From an optimization exercise on the open Yosys and OpenROAD flow, aimed at small area and a short achievable clock period; shortcuts taken in it are not production practice.
In this exercise RTL edits were held to simulation tests only and were not proved equivalent to the original.

run 1:
## Integrator
module Integrator
          (clk,
           reset,
           In,
           Out);
  input   clk;
  input   reset;
  input   signed [21:0] In;
  output  signed [21:0] Out;
  reg  [20:0] x1;
  reg  [20:0] x2;
  reg  [21:0] y1;
  reg  [21:0] y2;
  wire [20:0] x = In[20:0];
  wire fs0, fc0;
  Integrator_fa u_fa0 (.a(1'b1), .b(x1[0]), .c(~x2[1]), .s(fs0), .co(fc0));
  wire fs1, fc1;
  Integrator_fa u_fa1 (.a(x1[1]), .b(~x2[2]), .c(fc0), .s(fs1), .co(fc1));
  wire fs2, fc2;
  Integrator_fa u_fa2 (.a(x1[2]), .b(~x2[3]), .c(fc1), .s(fs2), .co(fc2));
  wire fs3, fc3;
  Integrator_fa u_fa3 (.a(x1[3]), .b(~x2[0]), .c(~x2[4]), .s(fs3), .co(fc3));
  wire fs4, fc4;
  Integrator_fa u_fa4 (.a(fs3), .b(fc2), .c(~x[0]), .s(fs4), .co(fc4));
  wire fs5, fc5;
  Integrator_fa u_fa5 (.a(1'b1), .b(x1[0]), .c(x1[4]), .s(fs5), .co(fc5));
  wire fs6, fc6;
  Integrator_fa u_fa6 (.a(~x2[1]), .b(~x2[5]), .c(fc3), .s(fs6), .co(fc6));
  wire fs7, fc7;
  Integrator_fa u_fa7 (.a(fs5), .b(fs6), .c(~x[1]), .s(fs7), .co(fc7));
  wire fs8, fc8;
  Integrator_fa u_fa8 (.a(~x[5]), .b(fc4), .c(fs7), .s(fs8), .co(fc8));
  wire fs9, fc9;
  Integrator_fa u_fa9 (.a(x1[1]), .b(x1[5]), .c(~x2[2]), .s(fs9), .co(fc9));
  wire fs10, fc10;
  Integrator_fa u_fa10 (.a(~x2[6]), .b(fc5), .c(fs9), .s(fs10), .co(fc10));
  wire fs11, fc11;
  Integrator_fa u_fa11 (.a(fc6), .b(fs10), .c(~x[2]), .s(fs11), .co(fc11));
  wire fs12, fc12;
  Integrator_fa u_fa12 (.a(~x[6]), .b(fc7), .c(fs11), .s(fs12), .co(fc12));
  wire fs13, fc13;
  Integrator_fa u_fa13 (.a(x1[2]), .b(x1[6]), .c(~x2[0]), .s(fs13), .co(fc13));
  wire fs14, fc14;
  Integrator_fa u_fa14 (.a(~x2[3]), .b(~x2[7]), .c(fc9), .s(fs14), .co(fc14));
  wire fs15, fc15;
  ...
Size in the first run: about 86 flip-flops, roughly 46 I/O pins, ~6900 sq um of cells after synthesis.
export LEC_CHECK = 0
export CAP_MARGIN = 20
export CORE_MARGIN = 2
export CORE_UTILIZATION = 40
export CTS_BUF_LIST = sky130_fd_sc_hd__clkbuf_4 sky130_fd_sc_hd__clkbuf_8
export CTS_CLUSTER_DIAMETER = 100
export CTS_CLUSTER_SIZE = 30
export SETUP_SLACK_MARGIN = 4
export SLEW_MARGIN = 20
export SYNTH_HIERARCHICAL = 1
export SYNTH_MINIMUM_KEEP_SIZE = 0
create_clock -name core_clock -period 14.0 [get_ports {clk}]
standard.sh (not shown) runs the stock make flow with config.mk's settings and CLKGATE_MAP_FILE= SYNTH_SCRIPT=/design/flow/synth_recipe.tcl, a recipe that flattens the netlist after the stock synthesis.
==> flow/flow/run.sh <==
#!/bin/bash
# Layout flow: the standard synthesis and ORFS layout (standard.sh), with
# one change: the input and output ports get plain buffer cells
# (buffer_ports -buffer_cell) instead of the delay cells buffer_ports picks by
# itself.  Each step's full output goes to a log file here.
set -euo pipefail
export BUFFER_PORTS_ARGS="-buffer_cell sky130_fd_sc_hd__buf_2"
bash standard.sh synth > run_synth.log 2>&1
bash standard.sh > run_layout.log 2>&1
Run 1 completed; timing, DRC and antenna clean
Edits applied to the flow inputs when going from run 1 to run 2:
Settings: a change of SETUP_SLACK_MARGIN from 4 to 4.5.
[summary]
Changes observed in run 2 relative to run 1: synthesis-to-layout area growth rose 5.0 points.
Post-cts gate resize count: run 2 vs run 1 up 36
DRC marker count from the first detailed-route iteration: lower on run 2
As far as number of antenna cells inserted goes, run 2 and run 1 are indistinguishable; the numbers are identical.
## Diff of input files: run 3 against run 2
Settings: changing SETUP_SLACK_MARGIN from 4.5 to 5.
### Flow results
From run 2 to run 3 the numbers moved as follows: design area picked up an extra 7.3%; relative area change from synthesis to final layout increased 8.5 points.
In the tables for run 3 and run 2, met2 track demand over resource in global routing reads lower with run 2.
Taking run 2 as the reference point, the clock period minus final worst setup slack of run 3 falls by 140 ps.

Setup of lane 1:
Integrator, a different RTL version from the one above (not shown whole).
Size: roughly 520 cells after synthesis.
Settings: LEC_CHECK=0, CAP_MARGIN=20, CORE_MARGIN=2, CORE_UTILIZATION=40, CTS_BUF_LIST=sky130_fd_sc_hd__clkbuf_4 sky130_fd_sc_hd__clkbuf_8, CTS_CLUSTER_DIAMETER=100, CTS_CLUSTER_SIZE=30, PLACE_DENSITY=0.85, SETUP_SLACK_MARGIN=4, SLEW_MARGIN=20, SYNTH_HIERARCHICAL=1, SYNTH_MINIMUM_KEEP_SIZE=0; clock period 14.0 ns.
==> flow/flow/run.sh <==
#!/bin/bash
# Layout flow: the standard synthesis and ORFS layout (standard.sh) with
# these changes to how the layout is made:
#  - the input and output ports get plain buffer cells (buffer_ports
#    -buffer_cell) instead of the delay cells buffer_ports picks by itself;
#  - clock tree synthesis adds no dummy loads (-dont_use_dummy_load); the
#    other CTS arguments are the ones ORFS builds from config.mk;
#  - between synthesis and floorplan, resize.tcl sizes a few gates by the
#    synthesized netlist's timing (and-or-invert gates off the critical paths
#    down, inverters and gates with several loads on them up); registers untouched.
# Each step's full output goes to a log file here (ORFS keeps its own per-step
# logs under orfs/logs).
set -euo pipefail
export BUFFER_PORTS_ARGS="-buffer_cell sky130_fd_sc_hd__buf_2"
export CTS_ARGS="-sink_clustering_enable -repair_clock_nets -sink_clustering_size 30 -sink_clustering_max_diameter 100 -buf_list {sky130_fd_sc_hd__clkbuf_4 sky130_fd_sc_hd__clkbuf_8} -dont_use_dummy_load"
bash standard.sh synth > run_synth.log 2>&1
RESULTS="$PWD/orfs/results/$FLOW_PLATFORM/Integrator/base"
# the liberty files the flow uses
LIBS=$(make -s -C "$FLOW_HOME" DESIGN_CONFIG="$PWD/config.mk" WORK_HOME="$PWD/orfs" print-LIB_FILES 2>/dev/null | sed -n "s/^LIB_FILES: *//p" || true)
[ -n "$LIBS" ] || LIBS="$FLOW_HOME/platforms/$FLOW_PLATFORM/lib/sky130_fd_sc_hd__tt_025C_1v80.lib"
{ for l in $LIBS; do echo "read_liberty $l"; done; cat flow/resize.tcl; } > resize_run.tcl
RESULTS="$RESULTS" openroad -no_init -exit resize_run.tcl > run_resize.log 2>&1
bash standard.sh > run_layout.log 2>&1
==> flow/flow/resize.tcl <==
# Size a few gates by the synthesized netlist's timing (no wires yet):
# and-or-invert gates off the critical paths go to their smallest size, and
# inverters and two-input gates with several loads on the critical paths go
# one size up.
read_db $::env(RESULTS)/1_synth.odb
read_sdc $::env(RESULTS)/1_synth.sdc
set wns [expr {[sta::worst_slack_cmd max] * 1e9}]
set down 0
set up 0
# cell -> {bigger cell, minimum loads, slack window}
array set upsize {
  sky130_fd_sc_hd__inv_1    {sky130_fd_sc_hd__inv_2    2 0.3}
  sky130_fd_sc_hd__nor2_1   {sky130_fd_sc_hd__nor2_2   3 0.2}
  sky130_fd_sc_hd__nand2_1  {sky130_fd_sc_hd__nand2_2  3 0.2}
  sky130_fd_sc_hd__o21ai_1  {sky130_fd_sc_hd__o21ai_2  3 0.2}
}
foreach inst [get_cells -hierarchical *] {
  set ref [get_property $inst ref_name]
  set name [get_property $inst full_name]
  if {$ref eq "sky130_fd_sc_hd__a21oi_2"} {
    set s [get_property [get_pins $name/Y] slack_max]
    if {$s > $wns + 0.35} {
      replace_cell $inst [get_lib_cells */sky130_fd_sc_hd__a21oi_1]
      incr down
    }
  } elseif {[info exists upsize($ref)]} {
    lassign $upsize($ref) big minloads window
    set pin [get_pins $name/Y]
    set loads [llength [get_pins -of_objects [get_nets -of_objects $pin] -filter "direction==input"]]
    set s [get_property $pin slack_max]
    if {$loads >= $minloads && $s < $wns + $window} {
      replace_cell $inst [get_lib_cells */$big]
      incr up
    }
  }
}
puts "wns $wns: $down gates sized down, $up gates sized up"
write_db $::env(RESULTS)/1_synth.odb
Lane 1 ended with every stage complete and zero timing, DRC or antenna violations.
Inputs modified between lane 1 and lane 2:
diff --git a/flow/flow/run.sh b/flow/flow/run.sh
--- a/flow/flow/run.sh
+++ b/flow/flow/run.sh
@@ -10 +10 @@
-#    down, inverters and gates with several loads on them up); registers untouched.
+#    down, inverters with three or more loads on them up); registers untouched.
==> flow/flow/resize.tcl <==
# Size a few gates by the synthesized netlist's timing (no wires yet):
# and-or-invert gates off the critical paths go to their smallest size, and
# inverters with three or more loads on the critical paths go one size up.
read_db $::env(RESULTS)/1_synth.odb
read_sdc $::env(RESULTS)/1_synth.sdc
set wns [sta::worst_slack_cmd max]
set down 0
set up 0
foreach inst [get_cells -hierarchical *] {
  set ref [get_property $inst ref_name]
  set name [get_property $inst full_name]
  if {$ref eq "sky130_fd_sc_hd__a21oi_2"} {
    set s [get_property [get_pins $name/Y] slack_max]
    if {$s > $wns * 1e9 + 0.35} {
      replace_cell $inst [get_lib_cells */sky130_fd_sc_hd__a21oi_1]
      incr down
    }
  } elseif {$ref eq "sky130_fd_sc_hd__inv_1"} {
    set pin [get_pins $name/Y]
    set loads [llength [get_pins -of_objects [get_nets -of_objects $pin] -filter "direction==input"]]
    set s [get_property $pin slack_max]
    if {$loads >= 3 && $s < $wns * 1e9 + 0.2} {
      replace_cell $inst [get_lib_cells */sky130_fd_sc_hd__inv_2]
      incr up
    }
  }
}
puts "wns $wns: $down gates sized down, $up inverters sized up"
write_db $::env(RESULTS)/1_synth.odb
## What came out
In the metrics for lane 2 and lane 1, the one carrying the higher global-route usage is lane 1. Diff lane 1..lane 2 | well tap count | negligible. In lane 2 relative to lane 1, via count of the first global-routing pass had gone up slightly. Per the comparison of lane 2 with lane 1, final period utilization went down by 0.39 points, share of cell area taken by multi-input logic gates stayed essentially flat, total length of routed met3 wires fell by 120 um. On post-layout minimum cycle time, lane 1 loses to lane 2.
--- input diff lane 2..lane 3 ---
diff --git a/flow/flow/run.sh b/flow/flow/run.sh
--- a/flow/flow/run.sh
+++ b/flow/flow/run.sh
@@ -10 +10 @@
-#    down, inverters with three or more loads on them up); registers untouched.
+#    down, inverters and gates with several loads on them up); registers untouched.
diff --git a/flow/flow/resize.tcl b/flow/flow/resize.tcl
--- a/flow/flow/resize.tcl
+++ b/flow/flow/resize.tcl
@@ -3 +3,2 @@
-# inverters with three or more loads on the critical paths go one size up.
+# inverters and two-input gates with several loads on the critical paths go
+# one size up.
@@ -6 +7 @@
-set wns [sta::worst_slack_cmd max]
+set wns [expr {[sta::worst_slack_cmd max] * 1e9}]
@@ -8,0 +10,7 @@
+# cell -> {bigger cell, minimum loads, slack window}
+array set upsize {
+  sky130_fd_sc_hd__inv_1    {sky130_fd_sc_hd__inv_2    2 0.5}
+  sky130_fd_sc_hd__nor2_1   {sky130_fd_sc_hd__nor2_2   3 0.2}
+  sky130_fd_sc_hd__nand2_1  {sky130_fd_sc_hd__nand2_2  3 0.2}
+  sky130_fd_sc_hd__o21ai_1  {sky130_fd_sc_hd__o21ai_2  2 0.3}
+}
@@ -14 +22 @@
-    if {$s > $wns * 1e9 + 0.35} {
+    if {$s > $wns + 0.35} {
@@ -18 +26,2 @@
-  } elseif {$ref eq "sky130_fd_sc_hd__inv_1"} {
+  } elseif {[info exists upsize($ref)]} {
+    lassign $upsize($ref) big minloads window
@@ -22,2 +31,2 @@
-    if {$loads >= 3 && $s < $wns * 1e9 + 0.2} {
-      replace_cell $inst [get_lib_cells */sky130_fd_sc_hd__inv_2]
+    if {$loads >= $minloads && $s < $wns + $window} {
+      replace_cell $inst [get_lib_cells */$big]
@@ -28 +37 @@
-puts "wns $wns: $down gates sized down, $up inverters sized up"
+puts "wns $wns: $down gates sized down, $up gates sized up"
There was hardly any difference in number of non-filler instances in the completed layout between lane 2 and lane 3.
Re area figure in the yosys stat output: no difference whatsoever between lane 3 and lane 2.
Relative to lane 2, area of the multi-input gates increased by about 0.4% in lane 3.
In the metrics for lane 3 and lane 2, the one carrying the lower via count is lane 2.
Lane 3 — endpoint arrival time on the critical path 0.02 ns higher, lane 2 as reference
Overall die area delta (lane 3 -> lane 2): insignificant
In lane 3 the placement-stage worst setup slack turned out 0.011 ns lower than in lane 2.
Diff lane 3 and lane 2: final wirelength lower in lane 2
Final cell area excluding filler cells of lane 2 is on par with lane 3.

## what the ideal ports hide
In the flow no input, the clock included, has a driving cell. The finished layouts below were timed again as built, in two steps. Step 1 (the two cells are an assumption about what drives the block):
set clk [get_ports {clk}]
set_driving_cell -lib_cell sky130_fd_sc_hd__clkbuf_16 $clk
set_driving_cell -lib_cell sky130_fd_sc_hd__buf_2 [delete_from_list [all_inputs] $clk]
Step 2 also shifts input and output timing later by t, the mid clock arrival at the registers, as if the neighbouring blocks saw the same clock. a / b / c = ideal / step 1 / step 2; a / b = the first two.
run	shift t [ns]	setup WS [ns]	clock arrival spread, ns
run 1	0.422	4.249 / 4.229 / 4.229	0.015 / 0.015
run 2	0.420	4.538 / 4.486 / 4.486	0.013 / 0.013
run 3	0.420	4.681 / 4.625 / 4.625	0.020 / 0.019
lane 1	0.397	4.617 / 4.587 / 4.587	0.030 / 0.029
lane 2	0.396	4.671 / 4.644 / 4.644	0.027 / 0.027
lane 3	0.395	4.646 / 4.613 / 4.613	0.034 / 0.034
After both steps every run listed still meets setup and hold. For run 3, which loses most, drivers alone change the setup slack by -0.056 ns; drivers and shift together by -0.056 ns.
